Background: an optimization exercise with open tools, aiming at small area. Do not read the settings as production practice.
The RTL was checked by simulation tests, not by an equivalence proof against the original design.
No driver is modelled on the clock port, so clock power and skew are understated where the tree is cut down; a real chip needs a root buffer or a tree.
Power figures rest on the tool's default switching activity, not on a simulated workload.

`flow/design.v`:
```
module	outCPLD	(
	input	pclk_50M,
	input	rst,
	input	[1:8]	outP,
	input	[1:28]	out,
	output	logic	[1:8]	eoutP,
	output	logic	[1:28]	eout);
localparam	int	T	=	500000;
localparam	logic	[18:0]	S0	=	19'h4db31;
localparam	logic	[18:0]	POL	=	19'h55555;
logic	[18:0]	cq;
wire	[18:0]	cnt	=	cq	^	POL;
logic	[1:8]	last_outP;
logic	[1:28]	last_out;
logic	check;
logic	rst_d;
wire	z18	=	~|cnt[17:0];
wire	at_t	=	cnt[18]	&	z18;		 
wire	fb	=	(cnt[18]	^	cnt[5])	&	~at_t;
wire	upd	=	~check	&	~rst;		 
wire	hld	=	check	&	~rst;
wire	fire	=	hld	&	at_t;		 
function automatic integer pidx(input integer a, input integer b);
	pidx	=	(a < b) ? (b-1)*(b-2)/2 + a : (a-1)*(a-2)/2 + b;
endfunction
logic	[1:8]	g	[1:8];
logic	[1:8]	k;
logic	[1:28]	nxt;
always_comb	begin
	for	(int i = 1; i <= 8; i++)	begin
		logic	run;
		run	=	upd	&	~outP[i];
		for	(int j = 1; j <= 8; j++)	begin
			g[i][j]	=	run;
			if	(j != i)	run	=	run	&	~(outP[j]	&	out[pidx(i,j)]);
		end
		k[i]	=	run;
	end
	for	(int b = 2; b <= 8; b++)
		for	(int a = 1; a <= 7; a++)
			if	(a < b)
				nxt[pidx(a,b)]	=	((outP[a]	|	outP[b])
							&	((out[pidx(a,b)]	&	(g[a][b]	|	g[b][a]))
							|	(eout[pidx(a,b)]	&	(k[a]	|	k[b]))))
							|	(eout[pidx(a,b)]	&	hld);
end
always_ff	@(posedge	pclk_50M)	begin
	last_outP	<=	outP;
	last_out	<=	out;
	rst_d	<=	rst;
	check	<=	~rst	&	(rst_d	?	(outP	==	8'b0)	&	(out	==	28'b0)
						:	(outP	==	last_outP)	&	(out	==	last_out));
	cq	<=	(check	?	{cnt[17:0],	fb}	:	S0)	^	POL;
	eout	<=	nxt;
	for	(int i = 1; i <= 8; i++)
		eoutP[i]	<=	(outP[i]	&	(fire	|	(eoutP[i]	&	~rst)))	|	(eoutP[i]	&	hld);
end
endmodule
```
`flow/flow/run.sh`:
```
#!/bin/bash
# Own flow: the standard layout (standard.sh) with
#  - the standard synthesis, but an area-oriented abc script (flow/synth.tcl),
#  - every port still buffered, with the smallest buffer (buf_1),
#  - CTS from clkbuf_8 buffers only, without dummy loads, then its tree
#    rebuilt with six leaf buffers (flow/post_cts.tcl).
set -euo pipefail
W=$(pwd)
sed "s#SYNTH_SCRIPT=[^ ]*#SYNTH_SCRIPT=$W/flow/synth.tcl#" standard.sh > own_standard.sh
bash own_standard.sh finish \
  "BUFFER_PORTS_ARGS=-buffer_cell sky130_fd_sc_hd__buf_1" \
  "CTS_ARGS=-sink_clustering_enable -repair_clock_nets -buf_list sky130_fd_sc_hd__clkbuf_8 -dont_use_dummy_load" \
  "POST_CTS_TCL=$W/flow/post_cts.tcl" \
  > flow.log 2>&1
```
`flow/flow/area.abc`:
```
strash
&get -n
&deepsyn -T 60
&put
strash
dch -f
amap
mfs2 -a
strash
dch -f
map -a
topo
```
`flow/flow/post_cts.tcl`:
```
# Rebuild the clock tree that CTS made with fewer leaves: the flip-flops
# are split into NX x NY groups by position (NX columns, each cut into NY
# rows), each group is
# driven by one of CTS's leaf buffers moved to the group's centre, and the
# other leaf buffers are removed. The clock port still drives only the
# root buffer, and every flip-flop is one root and one leaf buffer away.
set nx 3
set ny 2
set nleaf [expr {$nx * $ny}]
set leaf_master sky130_fd_sc_hd__clkbuf_8
set root_master sky130_fd_sc_hd__clkbuf_2
set block [ord::get_db_block]
set db [ord::get_db]
set port_net [$block findNet pclk_50M]
set roots {}
foreach it [$port_net getITerms] {
  if { [$it isInputSignal] } { lappend roots [$it getInst] }
}
if { [llength $roots] != 1 } { error "expected one clock root buffer, found [llength $roots]" }
set root [lindex $roots 0]
set root_out [[$root findITerm X] getNet]
set leaves {}
set sinks {}
foreach it [$root_out getITerms] {
  if { ![$it isInputSignal] } { continue }
  set inst [$it getInst]
  if { ![string match "sky130_fd_sc_hd__clkbuf_*" [[$inst getMaster] getName]] } {
    error "clock root drives [$inst getName], not a buffer"
  }
  lappend leaves $inst
  foreach s [[[$inst findITerm X] getNet] getITerms] {
    if { [$s isInputSignal] } {
      set bb [[$s getInst] getBBox]
      lappend sinks [list [expr {([$bb xMin] + [$bb xMax]) / 2}] [expr {([$bb yMin] + [$bb yMax]) / 2}] $s]
    }
  }
}
if { [llength $leaves] < $nleaf } { error "CTS made [llength $leaves] leaves, fewer than $nleaf" }
set sinks [lsort -integer -index 0 $sinks]
set n [llength $sinks]
set groups {}
for { set c 0 } { $c < $nx } { incr c } {
  set col [lsort -integer -index 1 [lrange $sinks [expr {$c * $n / $nx}] [expr {($c + 1) * $n / $nx - 1}]]]
  set m [llength $col]
  for { set r 0 } { $r < $ny } { incr r } {
    lappend groups [lrange $col [expr {$r * $m / $ny}] [expr {($r + 1) * $m / $ny - 1}]]
  }
}
set keep [lrange $leaves 0 [expr {$nleaf - 1}]]
for { set g 0 } { $g < $nleaf } { incr g } {
  set leaf [lindex $keep $g]
  set net [[$leaf findITerm X] getNet]
  set xs 0; set ys 0; set cnt 0
  foreach e [lindex $groups $g] {
    lassign $e x y s
    $s disconnect
    $s connect $net
    set xs [expr {$xs + $x}]; set ys [expr {$ys + $y}]; incr cnt
  }
  $leaf swapMaster [$db findMaster $leaf_master]
  $leaf setLocation [expr {$xs / $cnt}] [expr {$ys / $cnt}]
  $leaf setPlacementStatus PLACED
  puts "post_cts: [$leaf getName] drives $cnt flip-flops"
}
foreach leaf [lrange $leaves $nleaf end] {
  set net [[$leaf findITerm X] getNet]
  foreach it [$leaf getITerms] { $it disconnect }
  odb::dbInst_destroy $leaf
  odb::dbNet_destroy $net
}
$root swapMaster [$db findMaster $root_master]
detailed_placement
check_placement -verbose
estimate_parasitics -placement
report_check_types -max_slew -max_capacitance
```
`flow/flow/synth.tcl`:
```
# The standard synthesis (synth_recipe.tcl), with only the abc script for
# the combinational logic changed to an area-oriented one (area.abc).
set ::area_abc [file join [file dirname [file normalize [info script]]] area.abc]
proc synth {args} { yosys synth -nofsm -noshare {*}$args }
proc abc {args} {
  set i [lsearch -exact $args -script]
  if { $i >= 0 } { lset args [expr { $i + 1 }] $::area_abc }
  yosys abc {*}$args
}
source $::env(SCRIPTS_DIR)/synth.tcl
# left out here: clear keep_hierarchy, flatten, clean up, hide names made inside functions, write 1_2_yosys.v
```
`flow/standard.sh`:
```
#!/bin/bash
# synth_recipe.tcl (not shown) runs the flow's synth.tcl, then flattens the netlist and writes it again
# the make line also repeats each setting of config.mk as NAME=value (left out here)
make -C /OpenROAD-flow-scripts/flow DESIGN_CONFIG=/design/flow/config.mk WORK_HOME=/design/flow/orfs CLKGATE_MAP_FILE= SYNTH_SCRIPT=/design/flow/synth_recipe.tcl "${@:-finish}"
```
`flow/config.mk`:
```
export PLATFORM = sky130hd
export DESIGN_NAME = outCPLD
export DESIGN_NICKNAME = outCPLD
export VERILOG_FILES = /design/flow/design.v
export SDC_FILE = /design/flow/constraint.sdc
export NUM_CORES = 4
export LEC_CHECK = 0
export CAP_MARGIN = 0
export CORE_MARGIN = 2
export CORE_UTILIZATION = 40
export GPL_TIMING_DRIVEN = 0
export PLACE_DENSITY = 0.6
export SLEW_MARGIN = 0
```
`flow/constraint.sdc`:
```
create_clock -name core_clock -period 20.0 [get_ports {pclk_50M}]
set_input_delay 4.0000 -clock core_clock [delete_from_list [all_inputs] [get_ports {pclk_50M}]]
set_output_delay 4.0000 -clock core_clock [all_outputs]
set_load 0.01 [all_outputs]
```
==> reports/metrics.cfg, run 1 <==
[outcome]
status = finished clean

[worst_setup_path]
crit_fanout = 9
crit_path_cell_trace = buf_1 > nor2_1 > clkinv_1 > a211oi_1 > o21ai_0 > a21oi_1 > o21ai_0 > a21oi_1 > o21ai_0 > a21oi_1 > or2_2 > o21ai_0 > a22oi_1
slowest_stage = nor2_1
worst_setup_path_start_kind = input port
arrival_ps = 7230
cp.required_ps = 20460
cp_slowest_stage_delay_ps = 600
endpoint_kind = flip-flop
critPathKind = input port to flip-flop
crit_top_cell = o21ai_0

[timing]
worst_hold_slack_ps = 400.6
finalHoldViolations = 0
final.min_clock_period_ps = 6776
fin_crit_sh_pct = 33.88
skew_ps = 12.76
setup_violations = 0
slew_viol_final = 0
timing.final.ws_setup_ps = 13220
worst_pin_slew_ps = 801.1
finalSetupTns_ps = 0
max_clock_freq_mhz = 147.6
slew_headroom_pct = 46.39
grt_setup_unrepaired = no

[floorplanning]
die_x_um = 99.64
design.portCount = 74
start_util_pct = 41.55
die_area_um2 = 9927
core-area_um2 = 8806
dieHeight_um = 99.64
num_rows = 34

[clock_tree]
clock_latency_ps = 540
clock_sinks = 93
cts.clk_slew.worst_paths_ps = 110

[synth]
ys_top_cells_by_area = dfxtp_1, o21ai_0, clkinv_1, a22oi_1, a21oi_1
yosys-top-cells-count = dfxtp_1, o21ai_0, clkinv_1, nand2_1, a21oi_1
yosysWarnings = 2
syn_area_um2 = 3659
yosysTopAreaCellShare_pct = 50.89
synth.yosys.seq_area_share_pct = 50.89
syn-num-nets = 484
synth_edf_count = 0
synthArstFlopShare_pct = 0
synth_area_per_cell_um2 = 8.203
ys_ff_latch = 93
synth_top_area_cell = dfxtp_1
yosysMostFrequentCell = dfxtp_1
synth_ff_type = dfxtp_1
syn_inst = 446
ys_types = 27

[placed_design]
placed_cell_area_um2 = 4068
preCtsSetupSlack_ps = 12830
dpl.hpwl_um = 9905
gp_congestion = 0.9411
io_buffers = 73

[route]
viasPerCell = 5.975
wl_per_cell_um = 20.81
routed_wl_um = 13190
vias = 3788
drt_iter0_drc = 383
drt.antenna.violating_nets = 0
dr.pass1.iters = 5
post-route-drc-count = 0

[min_path]
min_path_type = flip-flop to flip-flop

[global_route]
track_usage_pct = 27.28
grt_pass1_vias = 3783
overflow = 0
grt_max_degree = 17
grt_first_pass_wirelength_um = 20410
antenna_found_initial = 0

[pwr]
irDropWorstVdd_v = 0.00005280
switching_power_w = 0.00008960
internal_power_w = 0.0002305
power.total_w = 0.0003201
power_frac_seq_pct = 61.3
switching_share_pct = 27.99
power_leakage_nw = 1.535
p_per_area_nw_per_um2 = 77.04
p_clk_share_pct = 26.7
combPwrFrac_pct = 12.0

[finish]
final_area_um2 = 4155
syn_to_final_growth_pct = 13.58
diodes = 0
fin_nets = 566
drive_gt1_share_pct = 2.852

[job]
cap_violations = 0

[power groups by stage]
stage / clock (W) / sequential (W) / combinational (W)
6_report: 0.0000854 / 0.000196 / 0.0000384
3_5_place_dp: 0 / 0.000200 / 0.0000372
2_1_floorplan: 0 / 0.000200 / 0.0000178
3_3_place_gp: 0 / 0.000200 / 0.0000372
5_1_grt: 0.0000932 / 0.000197 / 0.0000417
[worst max-delay path: cells and delay by family]
| family | cells | cell delay [ps] |
|---|---|---|
| buffers and inverters | 2 | 430 |
| AO/OA/AOI/OAI | 9 | 1990 |
| AND/OR/NAND/NOR | 2 | 830 |
[layout by cell type, fill, tap and decap left out]
| master | synthesis | routed |
|---|---|---|
| a2111oi_0 | 2 | 2 |
| a211oi_1 | 1 | 1 |
| a21oi_1 | 35 | 35 |
| a221o_2 | 1 | 1 |
| a221oi_1 | 6 | 6 |
| a22oi_1 | 28 | 28 |
| a31oi_1 | 4 | 4 |
| a32oi_1 | 2 | 2 |
| buf_1 | 0 | 73 |
| clkbuf_2 | 0 | 1 |
| clkbuf_8 | 0 | 6 |
| clkinv_1 | 62 | 62 |
| dfxtp_1 | 93 | 93 |
| nand2_1 | 45 | 45 |
| nand3_1 | 12 | 12 |
| nand4_1 | 8 | 8 |
| nor2_1 | 32 | 32 |
| nor3_1 | 8 | 8 |
| nor4_1 | 4 | 4 |
| o2111ai_1 | 4 | 4 |
| o211ai_1 | 1 | 1 |
| o21a_1 | 1 | 1 |
| o21ai_0 | 72 | 72 |
| o21bai_1 | 2 | 2 |
| o221a_2 | 1 | 1 |
| o221ai_1 | 1 | 1 |
| o22a_2 | 1 | 1 |
| o22ai_1 | 13 | 13 |
| o31ai_1 | 2 | 2 |
| or2_2 | 5 | 5 |
[metrics by stage]
| stage | util, % | cells |
|---|---|---|
| after global routing | 47.19 | 634 |
| final | 47.19 | 634 |
| after global placement | 46.19 | 627 |
| after detailed placement | 46.19 | 627 |
| after floorplan | - | 446 |
[layer usage]
metal,up-vias,routed length [um],GRT usage [%]
met5,-,0,0
met4,0,274,9.589
met3,23,1183,8.292
met2,202,6243,44.49
met1,1792,5492,34.33
li1,1771,-,-
[cell families (layout without fill, tap and decap cells)]
| group | after synthesis | in the layout | share of synthesized area, % |
|---|---|---|---|
| DFF | 93 | 93 | 50.89 |
| buffers and inverters | 62 | 142 | 6.361 |
| AOI/OAI and AO/OA | 177 | 177 | 29.21 |
| and+or+nand+nor | 114 | 114 | 13.54 |
[worst paths after layout]
check        startpoint  endpoint  slack (ps)  depth (start not counted)
max             outP[3]   eout[9]       13220                         13
max reg2reg       check   eout[9]       16380                         12
min reg2reg       cq[4]     cq[5]         400                          1
min               cq[4]     cq[5]         400                          1
[final cells by class]
cell class                 count  area, um^2
timing repair buffer          73       274.0
inverter                      62       232.7
fill                         895        4651
clock buffer                   7       87.58
tap                          108       135.1
multi-input combinational    291        1564
sequential                    93        1862
[sequential cells by signal, indices dropped and copies added, names as in the netlist]
| register | flops |
|---|---|
| cq | 19 |
| eoutP | 8 |
| last_out | 28 |
| check | 1 |
| last_outP | 8 |
| eout | 28 |
| rst_d | 1 |
==> run 2: changes to the inputs <==
==> flow/flow/area.abc (replaced) <==
strash
&get -n
&deepsyn -J 500
&put
strash
dch -f
amap
mfs2 -a
strash
dch -f
map -a
topo
==> reports/metrics.cfg, run 2 <==
[outcome]
status = finished clean  ; unchanged

[finish]
fin_nets = 586  ; was 566
diodes = 0  ; unchanged
mostFrequentLayoutCells = dfxtp_1, buf_1, clkinv_1  ; was dfxtp_1, buf_1, o21ai_0
syn_to_final_growth_pct = 13.48  ; was 13.58%
top_regs = eout x28, last_out x28, cq x19  ; unchanged
n_fill_cell = 982  ; was 895
drive_gt1_share_pct = 2.015  ; was 2.852%
final_common_cell = dfxtp_1  ; unchanged
final_cells = 657  ; was 634

[synth]
syn_area_um2 = 3712  ; was 3659 um^2
synth_edf_count = 0  ; unchanged
synth_top_family_by_area = compound AO/OA/AOI/OAI gates  ; unchanged
yosysMostFrequentCell = dfxtp_1  ; unchanged
synthAdderAreaFrac_pct = 0  ; unchanged
ys_ff_latch = 93  ; unchanged
yosysTopAreaCellShare_pct = 50.15  ; was 50.89%
synthMuxAreaShare_pct = 0  ; unchanged
syn_inst = 466  ; was 446
yosys-top-cells-count = dfxtp_1, clkinv_1, o21ai_0, nand2_1, a21oi_1  ; was dfxtp_1, o21ai_0, clkinv_1, nand2_1, a21oi_1
synth_ff_type = dfxtp_1  ; unchanged
synth_compound_area_share_pct = 27.37  ; was 29.21%
synth_xor_area_share_pct = 0.7078  ; was 0%
ys_top_cells_by_area = dfxtp_1, o21ai_0, clkinv_1, a21oi_1, nand2_1  ; was dfxtp_1, o21ai_0, clkinv_1, a22oi_1, a21oi_1
yosysWarnings = 2  ; unchanged
synthSimpleGateAreaFrac_pct = 14.49  ; was 13.54%
ys_types = 23  ; was 27
synth_area_per_cell_um2 = 7.966  ; was 8.203 um^2
synth.yosys.seq_area_share_pct = 50.15  ; was 50.89%
synth_top_area_cell = dfxtp_1  ; unchanged
syn-num-nets = 504  ; was 484
synthArstFlopShare_pct = 0  ; unchanged

[route]
vias = 3813  ; was 3788
dr.pass1.iters = 5  ; unchanged
routed_wl_um = 13410  ; was 13190 um
viasPerCell = 5.804  ; was 5.975
drt.antenna.violating_nets = 0  ; unchanged
drt_iter0_drc = 289  ; was 383
wl_per_cell_um = 20.42  ; was 20.81 um
post-route-drc-count = 0  ; unchanged

[worst_setup_path]
endpoint_kind = flip-flop  ; unchanged
critPathKind = input port to flip-flop  ; unchanged
r2r-start = check  ; unchanged
cp_slowest_stage_delay_ps = 590  ; was 600 ps
cp.required_ps = 20470  ; was 20460 ps
slowest_stage = a21oi_1  ; was nor2_1
arrival_ps = 7330  ; was 7230 ps
crit_path_cell_trace = buf_1 > nor2_1 > clkinv_1 > nor2_1 > clkinv_1 > a21oi_1 > o21ai_0 > a21oi_1 > o21ai_0 > a21oi_1 > o21ai_0 > a21oi_1 > or2_2 > o21ai_0 > a32oi_1  ; was buf_1 > nor2_1 > clkinv_1 > a211oi_1 > o21ai_0 > a21oi_1 > o21ai_0 > a21oi_1 > o21ai_0 > a21oi_1 > or2_2 > o21ai_0 > a22oi_1
r2r_slack_ps = 16240  ; was 16380 ps
worst-path-buf-inv = 3  ; was 2
reg2reg_to = eout[13]  ; was eout[9]
reg2regPathDepth = 14  ; was 12
crit_fanout = 6  ; was 9
worst_setup_path_start_kind = input port  ; unchanged
crit_family = compound AO/OA/AOI/OAI gates  ; unchanged

[min_path]
min_path_type = flip-flop to flip-flop  ; unchanged
min_to = cq[11]  ; was cq[5]
hp-start = cq[10]  ; was cq[4]
hold_depth = 1  ; unchanged

[placed_design]
io_buffers = 73  ; unchanged
dpl.hpwl_um = 10270  ; was 9905 um
gp_congestion = 0.9817  ; was 0.9411
place_inst = 650  ; was 627

[timing]
final.min_clock_period_ps = 6865  ; was 6776 ps
max_clock_freq_mhz = 145.7  ; was 147.6 MHz
grt_setup_unrepaired = no  ; unchanged
finalSetupTns_ps = 0  ; unchanged
fin_crit_sh_pct = 34.32  ; was 33.88%
finalHoldViolations = 0  ; unchanged
slew_headroom_pct = 53.17  ; was 46.39%
setup_violations = 0  ; unchanged
skew_ps = 14.31  ; was 12.76 ps
slew_viol_final = 0  ; unchanged
worst_pin_slew_ps = 702.4  ; was 801.1 ps

[floorplanning]
die_x_um = 100.3  ; was 99.64 um
start_util_pct = 40.76  ; was 41.55%
dieHeight_um = 100.3  ; was 99.64 um
num_rows = 35  ; was 34
core-area_um2 = 9109  ; was 8806 um^2
design.portCount = 74  ; unchanged
die_area_um2 = 10070  ; was 9927 um^2

[job]
cap_violations = 0  ; unchanged

[clock_tree]
cts.clk_slew.worst_paths_ps = 100  ; was 110 ps
clock_latency_ps = 550  ; was 540 ps
clock_sinks = 93  ; unchanged

[pwr]
irDropWorstVdd_v = 0.00004201  ; was 0.00005280 V
p_per_area_nw_per_um2 = 76.64  ; was 77.04 nW/um^2
power_leakage_nw = 1.544  ; was 1.535 nW

[global_route]
overflow = 0  ; unchanged
antenna_found_initial = 0  ; unchanged
grt_max_degree = 17  ; unchanged
grt_pass1_vias = 3654  ; was 3783
track_usage_pct = 27.61  ; was 27.28%
grt_first_pass_wirelength_um = 20600  ; was 20410 um

## run 2: cell types whose count changed in the layout (fill, tap and decap cells not counted), sizes merged, moves of 3 or more
cell / delta
clkinv: +10
nand2: +7
a31oi: -4
a211oi: +3
a21oi: +9
xnor2: +3
nor2: +5
a22oi: -4
## run 2: cells by family (layout without fill, tap and decap cells)
group                  count (synthesis)  count (layout)
AND/OR/NAND/NOR                      125             125
buffers and inverters                 72             152
XOR/XNOR                               3               3
AO/OA/AOI/OAI                        173             173
flip-flops                            93              93
## run 2: worst max path at each step
stage,depth (start not counted),slack [ps],from,to
2_1_floorplan,17,13740,rst,eout[23]
3_3_place_gp,15,12820,rst,eout[13]
3_5_place_dp,15,12800,rst,eout[13]
5_1_grt,18,13000,rst,eout[26]
6_report,15,13140,rst,eout[13]
## run 2: layout make-up
type / instances / area (um^2) / share of cell area (%)
Multi-Input combinational cell: 301 / 1580 / 37.51
Inverter: 72 / 270.3 / 6.415
Tap cell: 111 / 138.9 / 3.297
Sequential cell: 93 / 1862 / 44.19
Clock buffer: 7 / 87.58 / 2.079
Timing Repair Buffer: 73 / 274.0 / 6.504
## run 2: through the flow
step / utilization, % / power [W] / worst slack, ps / hold slack (ps) / area (um^2)
after floorplan: - / 0.0002194 / 13740 / 357.8 / 3712
after global routing: 46.25 / 0.0003359 / 13000 / 417.8 / 4213
final: 46.25 / 0.0003229 / 13140 / 393.9 / 4213
after global placement: 45.29 / 0.0002394 / 12820 / 367.6 / 4125
after detailed placement: 45.29 / 0.0002392 / 12800 / 375.8 / 4125
## run 2: metal layers
metal,global-route usage [%],wire length (um),up-vias
met5,0,0,-
met2,40.78,5739,195
li1,-,-,1808
met1,38.25,6046,1783
met4,10.96,402,0
met3,7.521,1224,27
## run 2: worst register-to-register path, cell delays in order (launching register included)
cell	delay [ps]
dfxtp_1	510
nor2_1	250
clkinv_1	230
nor2_1	270
clkinv_1	200
a21oi_1	190
o21ai_0	140
a21oi_1	200
o21ai_0	160
a21oi_1	230
o21ai_0	220
a21oi_1	590
or2_2	240
o21ai_0	80
a32oi_1	180
## run 2: power by group
part	switching [W]	internal (W)	total, W
clock network	0.0000586	0.0000279	0.0000865
registers	0.00000409	0.000192	0.000196
logic	0.0000291	0.0000111	0.0000402
==> run 3: changes to the inputs <==
==> flow/flow/area.abc (replaced) <==
strash
&get -n
&deepsyn -T 60
&put
strash
dch -f
amap
mfs2 -a
strash
dch -f
map -a
topo
--- a/flow/flow/post_cts.tcl
+++ b/flow/flow/post_cts.tcl
@@ -6,7 +6,7 @@
 # root buffer, and every flip-flop is one root and one leaf buffer away.
 set nx 3
-set ny 2
+set ny 1
 set nleaf [expr {$nx * $ny}]
-set leaf_master sky130_fd_sc_hd__clkbuf_8
+set leaf_master sky130_fd_sc_hd__clkbuf_16
 set root_master sky130_fd_sc_hd__clkbuf_2
 set block [ord::get_db_block]
==> reports/metrics.cfg, run 3 <==
[outcome]
status = finished clean  ; unchanged

[synth]
synthAdderAreaFrac_pct = 0  ; unchanged
synthMuxAreaShare_pct = 0  ; unchanged
synth.yosys.seq_area_share_pct = 50.61  ; was 50.15%
syn_inst = 453  ; was 466
yosysTopAreaCellShare_pct = 50.61  ; was 50.15%
syn_area_um2 = 3679  ; was 3712 um^2
synth_ff_type = dfxtp_1  ; unchanged
ys_top_cells_by_area = dfxtp_1, o21ai_0, clkinv_1, nand2_1, a21oi_1  ; was dfxtp_1, o21ai_0, clkinv_1, a21oi_1, nand2_1
synth_edf_count = 0  ; unchanged
synth_compound_area_share_pct = 28.61  ; was 27.37%
synth_top_area_cell = dfxtp_1  ; unchanged
ys_types = 25  ; was 23
synth_area_per_cell_um2 = 8.120  ; was 7.966 um^2
yosysMostFrequentCell = dfxtp_1  ; unchanged
synthArstFlopShare_pct = 0  ; unchanged
ys_ff_latch = 93  ; unchanged
synth_top_family_by_area = compound AO/OA/AOI/OAI gates  ; unchanged
synth_xor_area_share_pct = 0.2381  ; was 0.7078%
yosysWarnings = 2  ; unchanged
yosys-top-cells-count = dfxtp_1, o21ai_0, clkinv_1, nand2_1, a21oi_1  ; was dfxtp_1, clkinv_1, o21ai_0, nand2_1, a21oi_1
syn-num-nets = 491  ; was 504
synthSimpleGateAreaFrac_pct = 14.01  ; was 14.49%

[route]
post-route-drc-count = 0  ; unchanged
wl_per_cell_um = 20.30  ; was 20.42 um
dr.pass1.iters = 6  ; was 5
vias = 3846  ; was 3813
drt.antenna.violating_nets = 0  ; unchanged
viasPerCell = 6.028  ; was 5.804
drt_iter0_drc = 473  ; was 289
routed_wl_um = 12950  ; was 13410 um

[timing]
final.min_clock_period_ps = 6807  ; was 6865 ps
grt_setup_unrepaired = no  ; unchanged
max_clock_freq_mhz = 146.9  ; was 145.7 MHz
skew_ps = 7.666  ; was 14.31 ps
slew_headroom_pct = 40.54  ; was 53.17%
setup_violations = 0  ; unchanged
fin_crit_sh_pct = 34.03  ; was 34.32%
timing.final.ws_setup_ps = 13190  ; was 13140 ps
slew_viol_final = 0  ; unchanged
worst_pin_slew_ps = 888.6  ; was 702.4 ps
finalSetupTns_ps = 0  ; unchanged
finalHoldViolations = 0  ; unchanged

[finish]
fin_nets = 570  ; was 586
final_common_cell = dfxtp_1  ; unchanged
final_area_um2 = 4168  ; was 4213 um^2
drive_gt1_share_pct = 1.132  ; was 2.015%
top_regs = eout x28, last_out x28, cq x19  ; unchanged
n_fill_cell = 908  ; was 982
seqCellArea_um2 = 1862  ; unchanged
diodes = 0  ; unchanged
mostFrequentLayoutCells = dfxtp_1, buf_1, o21ai_0  ; was dfxtp_1, buf_1, clkinv_1
syn_to_final_growth_pct = 13.30  ; was 13.48%
multi_input_area_um2 = 1577  ; was 1580 um^2

[global_route]
grt_first_pass_wirelength_um = 19680  ; was 20600 um
grt_pass1_vias = 3617  ; was 3654
antenna_found_initial = 0  ; unchanged
grt_max_degree = 32  ; was 17
overflow = 0  ; unchanged
track_usage_pct = 26.02  ; was 27.61%

[worst_setup_path]
arrival_ps = 7180  ; was 7330 ps
reg2reg_to = eout[8]  ; was eout[13]
r2r-start = check  ; unchanged
worst_setup_path_start_kind = input port  ; unchanged
critPathKind = input port to flip-flop  ; unchanged
endpoint_kind = flip-flop  ; unchanged
reg2regPathDepth = 15  ; was 14
cp.required_ps = 20380  ; was 20470 ps
crit_fanout = 7  ; was 6
r2r_slack_ps = 16300  ; was 16240 ps

[floorplanning]
num_rows = 34  ; was 35
design.portCount = 74  ; unchanged
die_x_um = 99.90  ; was 100.3 um
core-area_um2 = 8806  ; was 9109 um^2
start_util_pct = 41.77  ; was 40.76%
dieHeight_um = 99.90  ; was 100.3 um
die_area_um2 = 9979  ; was 10070 um^2

[min_path]
hold_depth = 1  ; unchanged
min_path_type = flip-flop to flip-flop  ; unchanged
min_to = cq[11]  ; unchanged
hp-start = cq[10]  ; unchanged

[clock_tree]
cts.clk_slew.worst_paths_ps = 120  ; was 100 ps
clock_latency_ps = 450  ; was 550 ps
clock_sinks = 93  ; unchanged

[placed_design]
io_buffers = 73  ; unchanged
placed_cell_area_um2 = 4088  ; was 4125 um^2
dpl.hpwl_um = 9776  ; was 10270 um
gp_congestion = 0.9554  ; was 0.9817
preCtsSetupSlack_ps = 12800  ; about the same

[job]
cap_violations = 0  ; unchanged

[pwr]
irDropWorstVdd_v = 0.00005633  ; was 0.00004201 V
p_per_area_nw_per_um2 = 76.47  ; was 76.64 nW/um^2
power_leakage_nw = 1.518  ; was 1.544 nW

==> run 3: changes by cell type in the layout (fill, tap and decap cells not counted), sizes merged, moves of 2 or more <==
cell | before | now
nand3 | 12 | 9
a211oi | 4 | 6
nor2 | 37 | 32
a221oi | 7 | 5
xnor2 | 3 | 0
o211ai | 1 | 5
a21oi | 44 | 39
o21ai | 70 | 68
o221ai | 0 | 4
nor3 | 7 | 9
nand2 | 52 | 54
clkinv | 72 | 64
clkbuf | 7 | 4
==> run 3: how the worst max path moves through the flow <==
stage / from / to / depth (start not counted)
2_1_floorplan: rst / eout[8] / 15
3_3_place_gp: rst / eout[8] / 16
3_5_place_dp: rst / eout[8] / 16
5_1_grt: rst / eout[13] / 14
6_report: rst / eout[8] / 16
==> run 3: metrics by stage <==
step | instances | util, % | power (W) | hold slack, ps
5_1_grt | 638 | 47.33 | 0.0003311 | 415.5
6_report | 638 | 47.33 | 0.0003187 | 401.8
3_3_place_gp | 634 | 46.42 | 0.0002381 | 371.0
3_5_place_dp | 634 | 46.42 | 0.0002382 | 368.8
2_1_floorplan | 453 | - | 0.0002189 | 357.8
==> run 3: area by class of cell <==
class | count | area share, %
Sequential cell | 93 | 44.67
Multi-Input combinational cell | 296 | 37.83
Timing Repair Buffer | 73 | 6.575
Inverter | 64 | 5.764
Tap cell | 108 | 3.242
Clock buffer | 4 | 1.921
==> run 3: report_power, final <==
part           leakage, nW  switching [W]  internal (W)
logic                0.710      0.0000286     0.0000109
registers            0.767     0.00000379      0.000192
clock network       0.0411      0.0000547     0.0000285
==> run 3: layer usage <==
layer	global-route usage [%]	part of all wire (%)	vias to the layer above
met3	6.825	11	35
met2	39.50	44	244
met1	36.71	42	1788
li1	-	-	1779
met5	0	0	-
met4	7.271	2.6	0
==> run 3: logic make-up after synthesis <==
| logic type | count (synthesis) |
|---|---|
| xor gates and xnor gates | 1 |
| DFF | 93 |
| and+or+nand+nor | 120 |
| buffers and inverters | 64 |
| AOI/OAI and AO/OA | 175 |
==> run 3: worst max-delay path: stages <==
cell,delay (ps)
buf_1,160
nor2_1,160
clkinv_1,290
nor2_1,460
clkinv_1,170
a21oi_1,180
o21ai_0,160
a21oi_1,170
clkinv_1,140
a21oi_1,150
o21ai_0,210
a21oi_1,240
o21ai_0,250
nand2_1,150
o21ai_0,100
a32oi_1,190
==> run 4: changes to the inputs <==
--- a/flow/flow/post_cts.tcl
+++ b/flow/flow/post_cts.tcl
@@ -6,7 +6,7 @@
 # root buffer, and every flip-flop is one root and one leaf buffer away.
 set nx 3
-set ny 1
+set ny 2
 set nleaf [expr {$nx * $ny}]
-set leaf_master sky130_fd_sc_hd__clkbuf_16
+set leaf_master sky130_fd_sc_hd__clkbuf_8
 set root_master sky130_fd_sc_hd__clkbuf_2
 set block [ord::get_db_block]
--- a/flow/config.mk
+++ b/flow/config.mk
@@ -8,6 +8,6 @@
 export CAP_MARGIN = 0
 export CORE_MARGIN = 2
-export CORE_UTILIZATION = 40
+export CORE_UTILIZATION = 70
 export GPL_TIMING_DRIVEN = 0
-export PLACE_DENSITY = 0.6
+export PLACE_DENSITY = 0.8
 export SLEW_MARGIN = 0
==> reports/metrics.cfg, run 4 <==
[route]
drt_iter0_drc = 726  ; was 473
dr.pass1.iters = 6  ; unchanged
vias = 4172  ; was 3846
wl_per_cell_um = 21.06  ; was 20.30 um
viasPerCell = 6.896  ; was 6.028
drt.antenna.violating_nets = 0  ; unchanged
routed_wl_um = 12740  ; was 12950 um
post-route-drc-count = 0  ; unchanged

[timing]
setup_violations = 0  ; unchanged
skew_ps = 18.48  ; was 7.666 ps
worst_pin_slew_ps = 796.0  ; was 888.6 ps
finalHoldViolations = 0  ; unchanged
slew_headroom_pct = 46.74  ; was 40.54%
fin_crit_sh_pct = 34.29  ; was 34.03%
max_clock_freq_mhz = 145.8  ; was 146.9 MHz
finalSetupTns_ps = 0  ; unchanged
final.min_clock_period_ps = 6857  ; was 6807 ps
slew_viol_final = 0  ; unchanged
grt_setup_unrepaired = no  ; unchanged
worst_hold_slack_ps = 397.3  ; was 401.8 ps

[synth]
synth.yosys.seq_area_share_pct = 50.61  ; unchanged
syn-num-nets = 493  ; was 491
yosysWarnings = 2  ; unchanged
ys_top_cells_by_area = dfxtp_1, o21ai_0, clkinv_1, a21oi_1, nand2_1  ; was dfxtp_1, o21ai_0, clkinv_1, nand2_1, a21oi_1
yosysTopAreaCellShare_pct = 50.61  ; unchanged
ys_ff_latch = 93  ; unchanged
ys_types = 28  ; was 25
synth_area_per_cell_um2 = 8.085  ; was 8.120 um^2
synthArstFlopShare_pct = 0  ; unchanged
synth_top_area_cell = dfxtp_1  ; unchanged
yosys-top-cells-count = dfxtp_1, o21ai_0, clkinv_1, nand2_1, a21oi_1  ; unchanged
yosysMostFrequentCell = dfxtp_1  ; unchanged
syn_area_um2 = 3679  ; unchanged
synth_ff_type = dfxtp_1  ; unchanged
synth_edf_count = 0  ; unchanged
syn_inst = 455  ; was 453

[finish]
top_regs = eout x28, last_out x28, cq x19  ; unchanged
final_common_cell = dfxtp_1  ; unchanged
fin_nets = 575  ; was 570
syn_to_final_growth_pct = 12.21  ; was 13.30%
final_util_pct = 81.34  ; was 47.33%
drive_gt1_share_pct = 2.243  ; was 1.132%
diodes = 0  ; unchanged
mostFrequentLayoutCells = dfxtp_1, buf_1, o21ai_0  ; unchanged
final_area_um2 = 4128  ; was 4168 um^2

[worst_setup_path]
r2r_slack_ps = 16220  ; was 16300 ps
endpoint_kind = flip-flop  ; unchanged
critPathKind = input port to flip-flop  ; unchanged
crit_fanout = 7  ; unchanged
arrival_ps = 7300  ; was 7180 ps
worst_setup_path_start_kind = input port  ; unchanged
cp.required_ps = 20440  ; was 20380 ps

[placed_design]
placed_cell_area_um2 = 4040  ; was 4088 um^2
gp_congestion = 0.9834  ; was 0.9554
dpl.hpwl_um = 9400  ; was 9776 um
io_buffers = 73  ; unchanged

[global_route]
antenna_found_initial = 0  ; unchanged
grt_first_pass_wirelength_um = 19290  ; was 19680 um
grt_pass1_vias = 3746  ; was 3617
grt_max_degree = 17  ; was 32
overflow = 0  ; unchanged
track_usage_pct = 42.65  ; was 26.02%

[floorplanning]
core-area_um2 = 5075  ; was 8806 um^2
dieHeight_um = 76.49  ; was 99.90 um
die_area_um2 = 5851  ; was 9979 um^2
start_util_pct = 72.49  ; was 41.77%
num_rows = 26  ; was 34
die_x_um = 76.49  ; was 99.90 um
design.portCount = 74  ; unchanged

[pwr]
p_per_area_nw_per_um2 = 77.43  ; was 76.47 nW/um^2
power.total_w = 0.0003196  ; was 0.0003187 W
power_leakage_nw = 1.563  ; was 1.518 nW
irDropWorstVdd_v = 0.00007530  ; was 0.00005633 V

[clock_tree]
cts.clk_slew.worst_paths_ps = 100  ; was 120 ps
clock_latency_ps = 530  ; was 450 ps
clock_sinks = 93  ; unchanged

[job]
cap_violations = 0  ; unchanged

[outcome]
status = finished clean  ; unchanged

[min_path]
min_path_type = flip-flop to flip-flop  ; unchanged

## run 4: cell count changes after synthesis, sizes merged, moves of 3 or more
cell / change
o22ai: +3
nor4: -3
a211oi: -3
o221ai: -3
## run 4: per-stage QoR
stage,setup slack [ps],std cells
floorplan,14090,455
global placement,12950,598
detailed placement,12840,598
global route,12940,605
finish,13140,605
## run 4: area by class of cell
| class | instances | area, um^2 |
|---|---|---|
| timing repair buffer | 73 | 274.0 |
| fill | 357 | 947.2 |
| clock buffer | 7 | 87.58 |
| inverter | 64 | 240.2 |
| multi-input combinational | 298 | 1577 |
| sequential | 93 | 1862 |
| tap | 70 | 87.58 |
## run 4: worst paths after layout
kind | startpoint | to | cells past startpoint
worst min-delay path | cq[10] | cq[11] | 1
worst max register to register | check | eout[12] | 13
worst max-delay path | rst | eout[12] | 14
worst min register to register | cq[10] | cq[11] | 1
## run 4: kinds of logic (layout without fill, tap and decap cells)
| family | count (synthesis) | count (layout) | share of synthesized area, % |
|---|---|---|---|
| compound gates | 176 | 176 | 28.54 |
| simple gates | 121 | 121 | 14.08 |
| flops | 93 | 93 | 50.61 |
| buf+inv | 64 | 144 | 6.531 |
| xor+xnor | 1 | 1 | 0.2381 |
## run 4: critical path, cell delays in order
cell and delay, ps:
buf_1 170, nor2_1 130, clkinv_1 210, nor2_1 410, clkinv_1 160, a21oi_1 180
o21ai_0 160, a21oi_1 230, o21ai_0 240, a21oi_1 220, o21ai_0 150, a21oi_1 640
o21ai_0 210, a22oi_1 180
## run 4: metal layers
layer / wire length [um] / vias to the layer above / track usage (%)
li1: - / 1779 / -
met1: 4465 / 1848 / 55.41
met2: 5489 / 448 / 65.75
met3: 1917 / 97 / 10.07
met4: 867 / 0 / 23.45
met5: 0 / - / 0
## run 4: report_power, final
part           switching (W)  leakage [nW]  internal [W]  total [W]
clock              0.0000564        0.0473     0.0000278  0.0000843
sequential        0.00000418         0.767      0.000192   0.000196
combinational      0.0000285         0.748     0.0000106  0.0000391

static timing again, ports no longer ideal:
No port has a modelled driver above. Below, the same layouts with a new extraction and two added sets of constraints. Step 1 sets driving cells, clkbuf_16 on the clock port and buf_2 on the other inputs (assumed; they add their load-dependent delay and slew). Step 2 moves the port delays by t, midway between the first and last clock arrival at a register: inputs arrive t later, outputs are due t later. That takes back most of the time a late clock gives input paths. a / b / c = ideal ports / drivers / drivers and shift; a / b = the first two.
run	t, ns	setup slack, ns	worst setup path after step 2
run 1	0.566	13.224 / 13.235 / 12.669	input to register
run 2	0.570	13.136 / 13.141 / 12.571	input to register
run 3	0.478	13.193 / 13.203 / 12.725	input to register
run 4	0.553	13.143 / 13.149 / 12.596	input to register
After both steps every run listed still meets setup and hold. For run 2, which loses most, drivers alone change the setup slack by +0.005 ns; drivers and shift together by -0.565 ns.
